Source: an optimization exercise on an open RTL-to-GDS flow (aim: small area and a short achievable clock period). Production flows keep margins and buffers that such runs may drop.
Only simulation tests tie the RTL to the original design; equivalence was not proved.
Power figures rest on the tool's default switching activity, not on a simulated workload.

==> flow/config.mk <==
export PLATFORM = sky130hd
export DESIGN_NAME = SingleCPU
export DESIGN_NICKNAME = SingleCPU
export VERILOG_FILES = /design/flow/design.v
export SDC_FILE = /design/flow/constraint.sdc
export NUM_CORES = 4
export LEC_CHECK = 0
export CAP_MARGIN = 20
export CELL_PAD_IN_SITES_DETAIL_PLACEMENT = 3
export CELL_PAD_IN_SITES_GLOBAL_PLACEMENT = 4
export CORE_MARGIN = 2
export CORE_UTILIZATION = 25
export SLEW_MARGIN = 20
==> flow/constraint.sdc <==
create_clock -name core_clock -period 10.0 [get_ports {clk}]
set_input_delay 2.0000 -clock core_clock [delete_from_list [all_inputs] [get_ports {clk}]]
set_output_delay 2.0000 -clock core_clock [all_outputs]
set_load 0.01 [all_outputs]
==> flow/design.v <==
module SingleCPU(
Addr_in,
clk,
rst,
instr_i,
Addr_o,
wb_we,
wb_addr,
wb_data);
input [31:0]Addr_in;
input clk;
input rst;
input [31:0]instr_i;
output [31:0]Addr_o;
output wb_we;
output [4:0]wb_addr;
output [31:0]wb_data;
assign Addr_o = Addr_in + 32'd4;
reg [5:0] op;
reg [25:0] fld;
always @(posedge clk) begin
  op <= rst ? 6'd0 : instr_i[31:26];
  fld <= instr_i[25:0];
end
wire [4:0] rs = fld[25:21];
wire [4:0] rt = fld[20:16];
wire [4:0] rd = fld[15:11];
wire [5:0] funct = fld[5:0];
wire [31:0] imm = {{16{fld[15]}}, fld[15:0]};
wire rtype = (op == 6'd20);
wire addi  = (op == 6'd39);
wire subi  = (op == 6'd40);
wire addrd = (op == 6'd25) | (op == 6'd26);
wire ld    = (op == 6'd42);
wire st    = (op == 6'd41);
wire we    = rtype | addi | subi | addrd | ld;
wire [4:0] dest = (rtype | addrd) ? rd : rt;
wire [31:0] R [0:31];
wire [31:0] a = R[rs];
wire [31:0] b = R[rt];
wire f_add = (funct == 6'd9);
wire f_sub = (funct == 6'd18);
wire f_and = (funct == 6'd27);
wire f_or  = (funct == 6'd36);
wire sub = subi | (rtype & f_sub);
wire [31:0] y = rtype ? b : imm;
wire [31:0] sum = a + (sub ? ~y : y) + {31'd0, sub};
wire [7:0] M0 [0:31];
wire [7:0] M1 [0:31];
wire [7:0] M2 [0:31];
wire [7:0] M3 [0:31];
wire [6:0] ma = sum[6:0];
wire [1:0] off = ma[1:0];
wire [4:0] row = ma[6:2];
wire [4:0] rowp = row + 5'd1;
wire [4:0] r0 = (off != 2'd0) ? rowp : row;
wire [4:0] r1 = off[1] ? rowp : row;
wire [4:0] r2 = (off == 2'd3) ? rowp : row;
wire [4:0] r3 = row;
wire [7:0] q0 = M0[r0];
wire [7:0] q1 = M1[r1];
wire [7:0] q2 = M2[r2];
wire [7:0] q3 = M3[r3];
reg [31:0] mword;
always @(*) begin
  case (off)
  2'd0: mword = {q0,q1,q2,q3};
  2'd1: mword = {q1,q2,q3,q0};
  2'd2: mword = {q2,q3,q0,q1};
  default: mword = {q3,q0,q1,q2};
  endcase
end
reg [7:0] d0,d1,d2,d3;
always @(*) begin
  case (off)
  2'd0: {d0,d1,d2,d3} = b;
  2'd1: {d1,d2,d3,d0} = b;
  2'd2: {d2,d3,d0,d1} = b;
  default: {d3,d0,d1,d2} = b;
  endcase
end
genvar g;
generate for (g = 0; g < 32; g = g + 1) begin : mrow
  reg [7:0] b0, b1, b2, b3;
  always @(posedge clk) begin
    if (rst | (st & (r0 == g))) b0 <= rst ? 8'd0 : d0;
    if (rst | (st & (r1 == g))) b1 <= rst ? 8'd0 : d1;
    if (rst | (st & (r2 == g))) b2 <= rst ? 8'd0 : d2;
    if (rst | (st & (r3 == g))) b3 <= rst ? 8'd0 : d3;
  end
  assign M0[g] = b0; assign M1[g] = b1; assign M2[g] = b2; assign M3[g] = b3;
end endgenerate
reg [31:0] res;
always @(*) begin
  if (ld) res = mword;
  else if (rtype & f_and) res = a & b;
  else if (rtype & f_or) res = a | b;
  else if (rtype & ~f_add & ~f_sub) res = 32'd0;
  else res = sum;
end
reg s1_we, s2_we, s3_we;
reg [4:0] s1_a, s2_a, s3_a;
reg [31:0] s1_d, s2_d, s3_d;
always @(posedge clk) begin
  s1_we <= ~rst & we;
  s2_we <= ~rst & s1_we;
  s3_we <= ~rst & s2_we;
  s1_a <= dest; s2_a <= s1_a; s3_a <= s2_a;
  s1_d <= res;  s2_d <= s1_d; s3_d <= s2_d;
end
function [31:0] rinit(input [4:0] k);
  case (k)
  0: rinit = 0;    1: rinit = 75;   2: rinit = 543;  3: rinit = 74;
  4: rinit = 57;   5: rinit = 29;   6: rinit = 77;   7: rinit = 83;
  8: rinit = 117;  9: rinit = 82;   10: rinit = 37;  11: rinit = 53;
  12: rinit = 43;  13: rinit = 107; 14: rinit = 122; 15: rinit = 305;
  16: rinit = 123; 17: rinit = 171; 18: rinit = 307; 19: rinit = 24;
  20: rinit = 32;  21: rinit = 75;  22: rinit = 369; 23: rinit = 374;
  24: rinit = 75;  25: rinit = 75;  26: rinit = 74;  27: rinit = 369;
  28: rinit = 22;  29: rinit = 500; 30: rinit = 1000; default: rinit = 21;
  endcase
endfunction
generate for (g = 0; g < 32; g = g + 1) begin : rf
  reg [31:0] q;
  always @(posedge clk)
    if (rst | (s2_we & (s2_a == g))) q <= rst ? rinit(g) : s2_d;
  assign R[g] = q;
end endgenerate
assign wb_we = s3_we;
assign wb_addr = s3_a;
assign wb_data = s3_d;
endmodule
==> flow/run.sh <==
#!/bin/bash
# synth_recipe.tcl (not shown) runs the flow's synth.tcl, then flattens the netlist and writes it again
# the make line also repeats each setting of config.mk as NAME=value (left out here)
make -C /OpenROAD-flow-scripts/flow DESIGN_CONFIG=/design/flow/config.mk WORK_HOME=/design/flow/orfs CLKGATE_MAP_FILE= SYNTH_SCRIPT=/design/flow/synth_recipe.tcl finish
==> run notes <==
-- worst max-delay path: cells and delay by family, from the launching register on --
| family | cells | cell delay (ns) |
|---|---|---|
| AOI/OAI and AO/OA | 10 | 3.24 |
| xor gates and xnor gates | 1 | 0.16 |
| adders and majority gates | 2 | 0.94 |
| buffers and inverters | 4 | 1.22 |
| DFF | 1 | 0.54 |
| muxes | 3 | 0.57 |
| and+or+nand+nor | 11 | 2.68 |
-- per-layer routing --
layer | up-vias | track usage | part of all wire
met5 | - | 0 | 0.00020
li1 | 28500 | - | -
met3 | 1161 | 0.0431 | 0.063
met4 | 18 | 0.137 | 0.055
met2 | 3441 | 0.487 | 0.48
met1 | 40400 | 0.364 | 0.40
-- Yosys cell counts (25+ instances only) --
master,number,share of area
sky130_fd_sc_hd__a2111oi_0,30,0.0028
sky130_fd_sc_hd__a211oi_1,50,0.0040
sky130_fd_sc_hd__a21o_1,35,0.0028
sky130_fd_sc_hd__a21oi_1,254,0.014
sky130_fd_sc_hd__a221oi_1,345,0.032
sky130_fd_sc_hd__a222oi_1,55,0.0059
sky130_fd_sc_hd__a22o_1,316,0.029
sky130_fd_sc_hd__a22oi_1,498,0.040
sky130_fd_sc_hd__a31oi_1,47,0.0031
sky130_fd_sc_hd__and2_1,41,0.0027
sky130_fd_sc_hd__and3_1,72,0.0048
sky130_fd_sc_hd__buf_1,79,0.0032
sky130_fd_sc_hd__buf_2,58,0.0031
sky130_fd_sc_hd__clkbuf_1,336,0.013
sky130_fd_sc_hd__dfxtp_1,146,0.031
sky130_fd_sc_hd__edfxtp_1,2048,0.66
sky130_fd_sc_hd__ha_1,37,0.0049
sky130_fd_sc_hd__inv_1,41,0.0016
sky130_fd_sc_hd__mux2i_1,104,0.011
sky130_fd_sc_hd__nand2_1,512,0.020
sky130_fd_sc_hd__nand3_1,227,0.012
sky130_fd_sc_hd__nand4_1,181,0.012
sky130_fd_sc_hd__nor2_1,233,0.0093
sky130_fd_sc_hd__nor2b_1,83,0.0055
sky130_fd_sc_hd__nor3_1,58,0.0031
sky130_fd_sc_hd__o211ai_1,27,0.0022
sky130_fd_sc_hd__o21ai_0,168,0.0090
sky130_fd_sc_hd__o221ai_1,27,0.0025
sky130_fd_sc_hd__o22ai_1,25,0.0017
sky130_fd_sc_hd__o32a_1,60,0.0064
sky130_fd_sc_hd__xnor2_1,73,0.0068
-- cells by family (layout without fill, tap and decap cells) --
logic type	count (synthesis)	count (layout)	share of synthesized area
AO/OA/AOI/OAI	2186	2186	0.180
XOR/XNOR	89	89	0.00846
adder cells (fa/ha/maj)	38	38	0.00514
buffers and inverters	533	1167	0.0232
flip-flops	2194	2194	0.686
multiplexers	127	127	0.0144
other	0	33	0
AND/OR/NAND/NOR	1562	1562	0.0827
-- per-stage QoR --
stage               area [um2]  hold slack, ns  TNS [ns]  worst slack [ns]  total power (uW)
floorplan                93900           0.310         0              1.80             18800
global placement        104000           0.313    -0.525            -0.163             25900
detailed placement      104000           0.316  -0.00461          -0.00461             26100
CTS                     114000           0.314         0            0.0151             36500
global route            114000           0.321         0           0.00944             37400
finish                  114000           0.324         0             0.265             36400
-- path summary, 6_finish.rpt --
path | from | endpoint | slack, ns
worst min-delay path | s1_a[0] | s2_a[0] | 0.32
worst max-delay path | fld[17] | s1_d[15] | 0.26
worst min register to register | s1_a[0] | s2_a[0] | 0.32
worst max register to register | fld[17] | s1_d[15] | 0.26
-- sequential cells by signal, summed over array words and instances (netlist names), 6 cells and up --
| signal | count |
|---|---|
| mrow.b1 | 256 |
| mrow.b2 | 256 |
| fld | 26 |
| s1_d | 32 |
| op | 6 |
| s3_d | 32 |
| rf.q | 1024 |
| mrow.b3 | 256 |
| s2_d | 32 |
| mrow.b0 | 256 |
-- cell type report --
class                           instances  area (um2)  share of cell area
Tap cell                             4994        6250              0.0549
Clock inverter                        150        1650              0.0145
Antenna cell                           33        82.6            0.000726
Sequential cell                      2194       64400               0.566
Multi-Input combinational cell       4002       28600               0.252
Inverter                               43         170             0.00150
Timing Repair Buffer                  619        5120              0.0451
Clock buffer                          355        7390              0.0650
-- where the power goes --
group          total, uW  switching (uW)  internal [uW]
logic              12000            8940           3100
registers          14000            1280          12700
clock network      10400            4400           5950
total              36400           14600          21800
-- repair_timing --
| action | CTS | global route |
|---|---|---|
| endpoints found under the setup margin | 2 | 8 |
| pin swaps | 0 | 1 |
| resized for setup | 1 | 6 |
| buffers inserted | 0 | 3 |
==> impl_metrics.xml <==
<?xml version="1.0" encoding="UTF-8"?>
<metrics>
  <group name="status">
    <metric name="status" unit="">complete, no violations</metric>
  </group>
  <group name="worst_hold_path">
    <metric name="min_delay_path_depth" unit="">0</metric>
    <metric name="class_of_the_tightest_hold_or_removal_check" unit="">flop to flop</metric>
  </group>
  <group name="placement">
    <metric name="portBuffers" unit="">131</metric>
    <metric name="gp_congestion" unit="">0.912</metric>
    <metric name="detailedPlacementHpwl" unit="um">374000</metric>
    <metric name="dpl.cell_count" unit="">11800</metric>
  </group>
  <group name="finish">
    <metric name="finalCoreUtilization" unit="">0.303</metric>
    <metric name="mostFrequentLayoutCells" unit="">2048 x sky130_fd_sc_hd__edfxtp_1, 498 x sky130_fd_sc_hd__a22oi_1, 494 x sky130_fd_sc_hd__nand2_1</metric>
    <metric name="layout-area-overhead-vs-synth" unit="%">21.1</metric>
    <metric name="final_common_cell" unit="">sky130_fd_sc_hd__edfxtp_1</metric>
    <metric name="nets" unit="">7244</metric>
    <metric name="nFillCells" unit="">40500</metric>
    <metric name="post_route_cells_drive_above_1_share" unit="">0.157</metric>
    <metric name="final_cells" unit="">12400</metric>
  </group>
  <group name="clock_network">
    <metric name="cts_max_level" unit="">5</metric>
    <metric name="clkTransAtPathRegs" unit="ns">0.07</metric>
    <metric name="cts_tree" unit="">done</metric>
    <metric name="numClockSinks" unit="">2194</metric>
    <metric name="clkLatencyLatePin" unit="ns">0.99</metric>
    <metric name="cts_root_buffer" unit="">sky130_fd_sc_hd__clkbuf_16</metric>
    <metric name="tritoncts.num_buffers" unit="">280</metric>
    <metric name="clk_path_buf_depth" unit="">4</metric>
    <metric name="ctsHoldBuffers" unit="">0</metric>
  </group>
  <group name="detailed_routing">
    <metric name="vias" unit="">73600</metric>
    <metric name="wl_per_cell" unit="um">45.6</metric>
    <metric name="routed_via_density" unit="">5.94</metric>
    <metric name="drt_iter0_markers" unit="">8687</metric>
    <metric name="detail_route.drc_violations" unit="">0</metric>
    <metric name="detail-route-antenna-nets" unit="">0</metric>
    <metric name="detail_route.first_pass.iterations" unit="">7</metric>
    <metric name="finalWirelength" unit="um">566000</metric>
  </group>
  <group name="synthesis">
    <metric name="synthFlopType" unit="">sky130_fd_sc_hd__edfxtp_1</metric>
    <metric name="synth_area" unit="mm2">0.0939</metric>
    <metric name="syn_avg_cell_area" unit="um2">14.0</metric>
    <metric name="synth-seq-cells" unit="">2194</metric>
    <metric name="synth_seq_area_share" unit="">0.686</metric>
    <metric name="syn_nets" unit="">6833</metric>
    <metric name="synth_edf_count" unit="">2048</metric>
    <metric name="yosysWarningCount" unit="">1</metric>
    <metric name="synth-async-reset-ratio" unit="">0</metric>
    <metric name="netlist_instances" unit="">6729</metric>
    <metric name="synthDistinctLibCells" unit="">119</metric>
  </group>
  <group name="timing">
    <metric name="rsz0062_at_grt" unit="">no</metric>
    <metric name="final_hold_viol_count" unit="">0</metric>
    <metric name="slew_headroom" unit="">0.173</metric>
    <metric name="post-route-period-util" unit="">0.974</metric>
    <metric name="measured_slew_at_the_worst_slew_check_pin" unit="ns">1.24</metric>
    <metric name="clock-skew-final" unit="ns">0.0597</metric>
    <metric name="final_count_of_negative_setup_slack_endpoints" unit="">0</metric>
    <metric name="finalCriticalPeriod" unit="ns">9.74</metric>
    <metric name="pins_over_their_slew_limit" unit="">0</metric>
    <metric name="max_clock_freq" unit="MHz">103</metric>
  </group>
  <group name="floorplan">
    <metric name="initial_core_util" unit="">0.251</metric>
    <metric name="placementRows" unit="">225</metric>
    <metric name="die_height" unit="um">617</metric>
    <metric name="floorplan.io_pins" unit="">136</metric>
    <metric name="dieArea" unit="mm2">0.380</metric>
    <metric name="dieWidth" unit="um">617</metric>
    <metric name="core-area" unit="mm2">0.375</metric>
  </group>
  <group name="critical_path">
    <metric name="timing.setup.critical_path_class" unit="">flop to flop</metric>
    <metric name="worst_ep_arrival_time" unit="ns">10.40</metric>
    <metric name="required" unit="ns">10.67</metric>
    <metric name="worst_path_largest_cell_delay" unit="ns">0.67</metric>
    <metric name="setup.worst_path.end_class" unit="">flop</metric>
    <metric name="timing.reg2reg.worst_path_depth" unit="">31</metric>
    <metric name="worst_setup_path_start_kind" unit="">flop</metric>
    <metric name="critical_path.slowest_cell" unit="">sky130_fd_sc_hd__a2111oi_2</metric>
    <metric name="critPathMaxFanout" unit="">22</metric>
  </group>
  <group name="grt">
    <metric name="grt_overflow_total" unit="">0</metric>
    <metric name="first_global_vias" unit="">77600</metric>
    <metric name="antenna_found_initial" unit="">33</metric>
    <metric name="gr-usage-all-layers" unit="">0.289</metric>
    <metric name="grt_start_max_net_pins" unit="">79</metric>
    <metric name="grt_pass1_wl" unit="um">749000</metric>
  </group>
  <group name="pwr">
    <metric name="vdd.ir_drop.worst" unit="uV">176</metric>
    <metric name="leakagePower" unit="uW">0.0385</metric>
    <metric name="power_per_cell_area" unit="mW/mm2">320</metric>
  </group>
  <group name="job">
    <metric name="timing.max_cap.violations" unit="">0</metric>
  </group>
</metrics>

==> port drivers added, routing unchanged <==
The flow's constraints put no driver on any port. The routed layout listed below was extracted and timed again, unchanged, in two steps.
Step 1: set_driving_cell puts a clkbuf_16 on clk and a buf_2 on each other input, an assumption about the parent block.
Step 2 times the ports against the registers' clock, not the clock port: input delays grow and output delays shrink by t, the midpoint of the rising clock arrivals with the driver on.
Three values: ideal, step 1, step 2; two values: the first two.
t (ns): 1.069
setup slack, ns: 0.265 / 0.265 / 0.265
cell pins on the clock port's net: 1
After both steps this run still meets setup and hold. For this run, drivers alone change the setup slack by 0.000 ns; drivers and shift together by 0.000 ns.
